This is an optimization exercise on Yosys and OpenROAD, whose aim is small area, a short achievable clock period and few clock cycles, not a production implementation. RTL that was checked went through simulation tests only; none was proved equivalent to the original. No activity file was given, so power comes from the tool's default toggle rates.

== the reference run ==
// qrcode_decoder
module qrcode_decoder(
    input clk,
    input srst_n,
    input start,
    input sram_rdata,
    output [11:0] sram_raddr,
    output reg [5:0] loc_y,
    output reg [5:0] loc_x,
    output reg [7:0] decode_text,    
    output reg valid,
    output reg finish
);
For scale: roughly 1200 cells after synthesis, roughly 73 flip-flops, about 38 I/O pins.
clock: 16.0 ns
lec_check: 0
abc_area: 1
cap_margin: 20
core_margin: 2
core_utilization: 40
slew_margin: 20
standard.sh (not shown) runs the stock make flow with config.mk's settings and CLKGATE_MAP_FILE= SYNTH_SCRIPT=/design/flow/synth_recipe.tcl, a recipe that flattens the netlist after the stock synthesis.
==> flow/flow/run.sh <==
#!/bin/bash
# The standard layout (standard.sh, unchanged), with three changes made through
# its environment:
#  - the buffers that the flow puts on every input and output port are
#    sky130_fd_sc_hd__buf_2 cells instead of the slower delay cells that
#    buffer_ports picks by default;
#  - repair_timing aims for a setup slack of 11.5 ns, i.e. it sizes the cells
#    of paths slower than about 4.5 ns;
#  - clock tree synthesis uses sky130_fd_sc_hd__clkbuf_8 buffers and no dummy
#    loads.
# The clock, its period and the I/O constraints are the design's, unchanged.
# Each tool's full output is in standard.log in this folder.
export BUFFER_PORTS_ARGS="-buffer_cell sky130_fd_sc_hd__buf_2"
export SETUP_SLACK_MARGIN=11.7
export CTS_ARGS="-sink_clustering_enable -repair_clock_nets -dont_use_dummy_load -buf_list sky130_fd_sc_hd__clkbuf_8"
bash standard.sh > standard.log 2>&1
Per the final summary, the reference run finished and its layout is clean on timing, DRC and antenna.
Testbench counts of the reference run, summed over its fixed seeds: cycles 24,336.
#### Input delta (the trial run over the reference run)
--- a/flow/design.v
+++ b/flow/design.v
@@ -28,15 +28,15 @@
 reg [5:0] s3;             
 reg [1:0] cidx, pcidx;    
 reg [1:0] rot;
 reg [2:0] mask;
 wire signed [2:0] cy_lo = s0[5:3], cy_hi = s0[2:0];
 wire signed [2:0] cx_lo = s1[5:3], cx_hi = s1[2:0];
 wire signed [2:0] pcy = s2[5:3], pcx = s2[2:0];
-wire tight = s3[5], wide = s3[4], tlm = s3[1], grp = s3[0];
+wire tight = s3[5], wide = s3[4], mid = s3[3], tlm = s3[1], grp = s3[0];
 wire [4:0] i = s0[4:0];   
 wire [4:0] j = s1[4:0];
 wire       inlen = s1[5]; 
 wire [4:0] rem = s2[4:0]; 
 wire [2:0] mv = s3[2:0];  
 wire [2:0] bc = s3[5:3];  
 always @* decode_text = {cidx, k};
@@ -319,15 +319,16 @@
     ayY = y; axY = hit ? {lx6, loc_x} : {1'b0, x};
     byY = 6'd0; bxY = 7'd0;
     if (hit) begin
         byY = (k[2:0] == 3'd0) ? 6'd63 : 6'd0;
         bxY = x7m34(cx_hi);
     end else case (k[2:0])
         3'd0, 3'd2, 3'd4: bxY = 7'd14;
-        3'd1, 3'd3: if (wide) bxY = 7'd107; else begin byY = 6'd1; bxY = 7'd114; end
+        3'd1: if (wide || mid) bxY = 7'd107; else begin byY = 6'd1; bxY = 7'd114; end
+        3'd3: if (wide) bxY = 7'd107; else begin byY = 6'd1; bxY = 7'd121; end
         default: byY = 6'd1;
     endcase
     ayX = y; axX = {1'b0, x};
     if (hit) begin
         byX = grp ? 6'd44 : 6'd0; bxX = grp ? 7'd20 : 7'd19;
     end else if (!grp) begin byX = 6'd20; bxX = 7'd0; end
     else begin byX = 6'd44; bxX = 7'd1; end
@@ -365,15 +366,16 @@
         end else begin
             k <= (k == 6'd8) ? 6'd0 : k + 6'd1;
         end
     end
     if (sa[1]) begin
         s0 <= {u_ylo, u_yhi}; s1 <= {u_xlo, u_xhi};
         s3[5] <= y_ok && x_ok;
-        s3[4] <= !x_ok;
+        s3[4] <= !x_ok && !(u_xhi != u_xlo);
+        s3[3] <= !x_ok && (u_xhi != u_xlo);
         if (p_end) begin
             st <= S_Y; cont <= 1'b0; k <= 6'd0;
             if (sy[6]) y <= 6'd0;
             if (sx[5:0] > 6'd43) x <= 6'd43;
         end else begin
             k <= k + 6'd1;
             pv <= !sy[6] && !sx[6] && (k != P_N - 6'd1);
@@ -382,15 +384,15 @@
     end
     if (sa[2]) begin
         if (hit) begin
             loc_y <= sy[5:0];                   
             st <= S_X; cont <= 1'b0; s3[1:0] <= 2'b00;
             if (sx[6]) x <= 6'd0;               
         end else begin
-            if (k[2:0] == (wide ? 3'd5 : 3'd1)) k <= 6'd0;
+            if (k[2:0] == (wide ? 3'd5 : mid ? 3'd3 : 3'd1)) k <= 6'd0;
             else k <= k + 6'd1;
         end
     end
     if (sa[3]) begin
         if (hit) begin
             loc_x <= sx[5:0];                   
             s3[1] <= !grp;
### Flow results
- The clock tree cell share of total cell area of the trial run and that of the reference run are within noise of each other.
- Going from the reference run to the trial run, portion of total power attributed to the clock network -0.6 points, multi-input combinational cell count +28, placed instance count +26, power +0.25 mW, layout buffering overhead excluding clock cells -0.30 points.
- On the trial run: power drawn by the clock network is about 4% higher than what the reference run gave.
Function not checked in the trial run: the RTL went through the layout flow alone.


qrcode_decoder, a different RTL version from the one above (not shown whole).
Size in the first run: about 1200 cells after synthesis, about 73 flip-flops.
clock: 16.0 ns
lec_check: 0
abc_area: 1
cap_margin: 20
core_margin: 2
core_utilization: 40
slew_margin: 20
==> flow/flow/run.sh <==
#!/bin/bash
# The standard layout (standard.sh, unchanged), with three changes made through
# its environment:
#  - the buffers that the flow puts on every input and output port are
#    sky130_fd_sc_hd__buf_2 cells instead of the slower delay cells that
#    buffer_ports picks by default;
#  - repair_timing aims for a setup slack of 11.5 ns, i.e. it sizes the cells
#    of paths slower than about 4.5 ns;
#  - clock tree synthesis runs without dummy loads.
# The clock, its period and the I/O constraints are the design's, unchanged.
# Each tool's full output is in standard.log in this folder.
export BUFFER_PORTS_ARGS="-buffer_cell sky130_fd_sc_hd__buf_2"
export SETUP_SLACK_MARGIN=11.5
export CTS_ARGS="-sink_clustering_enable -repair_clock_nets -dont_use_dummy_load -buf_list sky130_fd_sc_hd__clkbuf_8"
bash standard.sh > standard.log 2>&1
Testbench counts at the start, summed over its fixed seeds: cycles 24,414.
Next try:
--- a/flow/design.v
+++ b/flow/design.v
@@ -130,38 +130,38 @@
             2'd0: bstepx14 = 7'd14;
             2'd1: bstepx14 = 7'd121;      
             2'd2: bstepx14 = 7'd120;      
             default: bstepx14 = 7'd99;    
         endcase
     end
 endfunction
 function [5:0] poff;      
     input [3:0] kk;
     begin
         poff =
-            (kk == 4'd0)  ? {3'sd0, 3'sd2} :
-            (kk == 4'd1)  ? {3'sd0, -3'sd2} :
-            (kk == 4'd2)  ? {3'sd2, 3'sd0} :
-            (kk == 4'd3)  ? {-3'sd2, 3'sd0} :
-            (kk == 4'd4)  ? {3'sd2, 3'sd2} :
-            (kk == 4'd5)  ? {-3'sd2, -3'sd2} :
-            (kk == 4'd6)  ? {3'sd2, -3'sd2} :
-            (kk == 4'd7)  ? {-3'sd2, 3'sd2} :
-            (kk == 4'd8)  ? {3'sd0, 3'sd1} :
-            (kk == 4'd9)  ? {3'sd0, -3'sd1} :
-            (kk == 4'd10) ? {3'sd1, 3'sd0} :
-            (kk == 4'd11) ? {-3'sd1, 3'sd0} :
-            (kk == 4'd12) ? {3'sd1, 3'sd1} :
-            (kk == 4'd13) ? {-3'sd1, -3'sd1} :
-            (kk == 4'd14) ? {3'sd1, -3'sd1} :
-                            {-3'sd1, 3'sd1};
+            (kk == 4'd0) ? {3'sd0, 3'sd2} :
+            (kk == 4'd1) ? {3'sd2, 3'sd2} :
+            (kk == 4'd2) ? {-3'sd2, -3'sd2} :
+            (kk == 4'd3) ? {3'sd2, -3'sd2} :
+            (kk == 4'd4) ? {-3'sd2, 3'sd2} :
+            (kk == 4'd5) ? {3'sd0, -3'sd2} :
+            (kk == 4'd6) ? {3'sd2, 3'sd0} :
+            (kk == 4'd7) ? {-3'sd2, 3'sd0} :
+            (kk == 4'd8) ? {3'sd1, 3'sd1} :
+            (kk == 4'd9) ? {-3'sd1, -3'sd1} :
+            (kk == 4'd10) ? {3'sd1, -3'sd1} :
+            (kk == 4'd11) ? {-3'sd1, 3'sd1} :
+            (kk == 4'd12) ? {3'sd0, 3'sd1} :
+            (kk == 4'd13) ? {3'sd0, -3'sd1} :
+            (kk == 4'd14) ? {3'sd1, 3'sd0} :
+                            {-3'sd1, 3'sd0};
     end
 endfunction
 localparam [5:0] P_N = 6'd16;     
 function [5:0] x7;        
     input [2:0] c;
     begin
         case (c)
             3'b001: x7 = 6'd7;
             3'b010: x7 = 6'd14;
             3'b111: x7 = 6'd57;
             3'b110: x7 = 6'd50;
@@ -209,38 +209,38 @@
     input signed [2:0] lo, hi;
     begin
         span2 = (hi - lo) >= 2;
     end
 endfunction
 function [5:0] roffy;     
     input s;
     input [2:0] c;
     begin
         case (c)
             3'd0: roffy = s ? 6'd17 : 6'd3;
-            3'd1: roffy = s ? 6'd18 : 6'd2;
-            3'd2: roffy = s ? 6'd16 : 6'd4;
-            3'd3: roffy = s ? 6'd20 : 6'd0;
+            3'd1: roffy = s ? 6'd20 : 6'd0;
+            3'd2: roffy = s ? 6'd18 : 6'd2;
+            3'd3: roffy = s ? 6'd16 : 6'd4;
             default: roffy = s ? 6'd14 : 6'd6;
         endcase
     end
 endfunction
 function [5:0] roffx;     
     input s;
     input [2:0] c;
     begin
         case (c)
             3'd0: roffx = s ? 6'd61 : 6'd47;
-            3'd1: roffx = s ? 6'd62 : 6'd46;
-            3'd2: roffx = s ? 6'd60 : 6'd48;
-            3'd3: roffx = s ? 6'd0 : 6'd44;
+            3'd1: roffx = s ? 6'd0 : 6'd44;
+            3'd2: roffx = s ? 6'd62 : 6'd46;
+            3'd3: roffx = s ? 6'd60 : 6'd48;
             default: roffx = s ? 6'd58 : 6'd50;
         endcase
     end
 endfunction
 function [2:0] wmove;     
     input [4:0] a, b;
     reg u;
     begin
         u = (b == 5'd20) || (b == 5'd19) || (b == 5'd16) || (b == 5'd15) ||
             (b == 5'd12) || (b == 5'd11);
         if (!b[0]) wmove = 3'd0;                                    
Effect:
- The changed run finished with timing, DRC and antenna clean
- via count climbs slightly
- worst hold slack gets worse by 0.023 ns
- core utilization climbs by 0.63 points
- area after synthesis drops slightly
- clock skew is about the same
- cell area climbs slightly
- global-route usage climbs by 0.52 points
- setup slack gets better by 0.13 ns
- fmax climbs by a few percent
- final cell count climbs slightly
Testbench counts after the change, summed over its fixed seeds: cycles 24,336.


qrcode_decoder, a different RTL version from the one above (not shown whole).
Size in the first run: roughly 1000 cells after synthesis, ~71 flip-flops, about 38 I/O pins, ~6200 um^2 of cells after synthesis.
==> flow/config.mk <==
export PLATFORM = sky130hd
export DESIGN_NAME = qrcode_decoder
export DESIGN_NICKNAME = qrcode_decoder
export VERILOG_FILES = /design/flow/design.v
export SDC_FILE = /design/flow/constraint.sdc
export NUM_CORES = 8
export LEC_CHECK = 0
export ABC_AREA = 1
export CAP_MARGIN = 20
export CORE_MARGIN = 2
export CORE_UTILIZATION = 40
export SLEW_MARGIN = 20
==> flow/constraint.sdc <==
create_clock -name core_clock -period 16.0 [get_ports {clk}]
set_input_delay 3.2000 -clock core_clock [delete_from_list [all_inputs] [get_ports {clk}]]
set_output_delay 3.2000 -clock core_clock [all_outputs]
set_load 0.01 [all_outputs]
==> flow/flow/run.sh <==
#!/bin/bash
# The standard layout (standard.sh, unchanged), run with a copy of the ORFS
# scripts in which only abc_area.script (the logic optimisation recipe that
# synthesis hands to ABC) differs, and with these settings in its environment:
#  - ABC's recipe: resyn2rs-style AIG rewriting and resubstitution, dch -f,
#    then area-oriented mapping (map -a) and ABC's usual buffering and
#    sizing, instead of dch and delay-oriented mapping (map -B 0.9);
#  - synthesis leaves the adders to ABC instead of mapping them to the
#    library's half- and full-adder cells (ADDER_MAP_FILE empty);
#    the rest of synthesis is standard.sh's own (synth_recipe.tcl: no fsm or
#    share passes, flattened, function nets renamed), so the registers are the
#    standard synthesis's;
#  - the buffers that the flow puts on every input and output port are
#    sky130_fd_sc_hd__buf_2 cells instead of the slower delay cells that
#    buffer_ports picks by default;
#  - repair_timing aims for a setup slack of 11.8 ns, i.e. it sizes the cells
#    of paths slower than about 4.2 ns;
#  - clock tree synthesis uses sky130_fd_sc_hd__clkbuf_8 buffers and no dummy
#    loads.
# The clock, its period and the I/O constraints are the design's, unchanged.
# Each tool's full output is in standard.log in this folder (and ORFS's own
# per-step logs under orfs/logs).
cp -r "$FLOW_HOME/scripts" orfs_scripts
cat > orfs_scripts/abc_area.script <<'ABC'
strash
balance
resub -K 6
rewrite
resub -K 6 -N 2
refactor
resub -K 8
balance
resub -K 8 -N 2
rewrite
resub -K 10
rewrite -z
resub -K 10 -N 2
balance
resub -K 12
refactor -z
resub -K 12 -N 2
rewrite -z
balance
dch -f
map -a
topo
stime -c
buffer -c
upsize -c
dnsize -c
ABC
export SCRIPTS_DIR="$PWD/orfs_scripts"
export ADDER_MAP_FILE=
export BUFFER_PORTS_ARGS="-buffer_cell sky130_fd_sc_hd__buf_2"
export SETUP_SLACK_MARGIN=11.8
export CTS_ARGS="-sink_clustering_enable -repair_clock_nets -dont_use_dummy_load -buf_list sky130_fd_sc_hd__clkbuf_8"
bash standard.sh > standard.log 2>&1
The starting point completed with no timing, DRC or antenna violations.
Testbench counts at the start, summed over its fixed seeds: cycles 24,170.
Edit:
--- a/flow/design.v
+++ b/flow/design.v
@@ -21,17 +21,17 @@
 assign sram_raddr = {y, x};
 wire hit = pix && cont;   
 reg [5:0] k;              
 reg       lx6;            
 reg [5:0] s0;             
 reg [5:0] s1;             
 reg [5:0] s2;             
 reg [5:0] s3;             
-reg [1:0] cidx;           
+reg [1:0] cidx, pcidx;    
 reg [1:0] rot;
 reg [2:0] mask;
 wire signed [2:0] cy_lo = s0[5:3], cy_hi = s0[2:0];
 wire signed [2:0] cx_lo = s1[5:3], cx_hi = s1[2:0];
 wire signed [2:0] pcy = s2[5:3], pcx = s2[2:0];
 wire tight = s3[5], wide = s3[4], mid = s3[3], tlm = s3[1], grp = s3[0];
 wire [2:0] iq = s0[4:2], jq3 = s1[4:2];
 wire [1:0] ir = s0[1:0], jr = s1[1:0];
@@ -212,17 +212,17 @@
 wire signed [2:0] u_xlo = (hit && pcx < cx_lo) ? pcx : cx_lo;
 wire signed [2:0] u_xhi = (hit && pcx > cx_hi) ? pcx : cx_hi;
 wire y_ok = span2(u_ylo, u_yhi), x_ok = span2(u_xlo, u_xhi);
 wire p_end = tight || k == P_N;
 wire [1:0] cn = cidx + 2'd1;
 wire [5:0] kn = (cidx != 2'd3) ? k : (k[2:0] == 3'd4) ? {k[5:3] + 3'd1, 3'd0} : k + 6'd1;
 wire v_miss = cont && !pix;
 wire v_end = tlm || v_miss || (cidx == 2'd3 && k == 6'o44);
-wire [1:0] mc = tlm ? 2'd0 : v_miss ? cidx - 2'd1 : 2'd3;    
+wire [1:0] mc = tlm ? 2'd0 : v_miss ? pcidx : 2'd3;    
 reg [1:0] m_rot;
 reg [5:0] m_my, m_mx;     
 always @* begin
     case (mc)
         2'd0: begin m_rot = 2'd2; m_my = 6'd12; m_mx = 6'd62; end
         2'd1: begin m_rot = 2'd3; m_my = 6'd18; m_mx = 6'd52; end
         2'd2: begin m_rot = 2'd1; m_my = 6'd2;  m_mx = 6'd56; end
         default: begin m_rot = 2'd0; m_my = 6'd8; m_mx = 6'd46; end
@@ -303,16 +303,17 @@
 wire [5:0] by = ({6{sa[0]}} & byA) | ({6{sa[1]}} & byP) | ({6{sa[2]}} & byY) |
                 ({6{sa[3]}} & byX) | ({6{sa[4]}} & byV) | ({6{sa[5]}} & byM) | ({6{sa[6]}} & byD);
 wire [6:0] bx = ({7{sa[0]}} & bxA) | ({7{sa[1]}} & bxP) | ({7{sa[2]}} & bxY) |
                 ({7{sa[3]}} & bxX) | ({7{sa[4]}} & bxV) | ({7{sa[5]}} & bxM) | ({7{sa[6]}} & bxD);
 wire [6:0] sy = {1'b0, ay} + {by[5], by};
 wire [6:0] sx = ax + bx;
 always @(posedge clk) begin
     if (start) started <= 1'b1;
+    if (!sa[6]) pcidx <= cidx;
     pix <= sram_rdata & pv; cont <= 1'b1;
     y <= sy[5:0]; x <= sx[5:0]; pv <= 1'b1;
     valid <= 1'b0;
     finish <= 1'b0;
     if (sa[0]) begin
         if (hit) begin
             loc_y <= sy[5:0]; loc_x <= sx[5:0]; lx6 <= (sx[5:0] < 6'd14);
             s0 <= 6'd0; s1 <= 6'd0; s3 <= 6'd0;
After rerunning: Cell area climbs by 3.0%; clock skew climbs by 0.0074 ns; power climbs by 7.0%; worst hold slack is better by 0.051 ns; area after synthesis climbs by 1.5%; critical path depth is unchanged; sequential share of layout area climbs by 0.32 points; count of clock-buffer cells in the layout stays the same; global-route usage climbs by 0.14 points.
Testbench counts after the change, summed over its fixed seeds: cycles 24,170.

[what the ideal ports hide]
Ports are ideal in the flow. The routed layouts listed here were re-timed in OpenROAD.
Step 1 sets driving cells, clkbuf_16 on the clock port and buf_2 on the other inputs (assumed; they add their load-dependent delay and slew).
Step 2 times the ports against the registers' clock, not the clock port: input delays grow and output delays shrink by t, the midpoint of the rising clock arrivals with the driver on.
a / b / c = no drivers / after step 1 / after step 2; a / b = the first two.
| run | t, ns | slack for setup (ns) | worst register clock-pin slew, ns |
|---|---|---|---|
| the reference run | 0.407 | 11.771 / 11.730 / 11.510 | 0.09 / 0.09 |
| the trial run | 0.410 | 11.738 / 11.700 / 11.626 | 0.09 / 0.09 |
| the first run of note 2 | 0.414 | 11.597 / 11.556 / 11.576 | 0.09 / 0.09 |
| the second run of note 2 | 0.407 | 11.730 / 11.688 / 11.539 | 0.09 / 0.09 |
| the first run of note 3 | 0.406 | 11.827 / 11.792 / 11.799 | 0.08 / 0.08 |
| the second run of note 3 | 0.406 | 11.840 / 11.801 / 11.866 | 0.09 / 0.09 |
After both steps every run listed still meets setup and hold. The setup slack of the reference run, which loses most, moves by -0.041 ns with the drivers and by -0.261 ns with both steps.
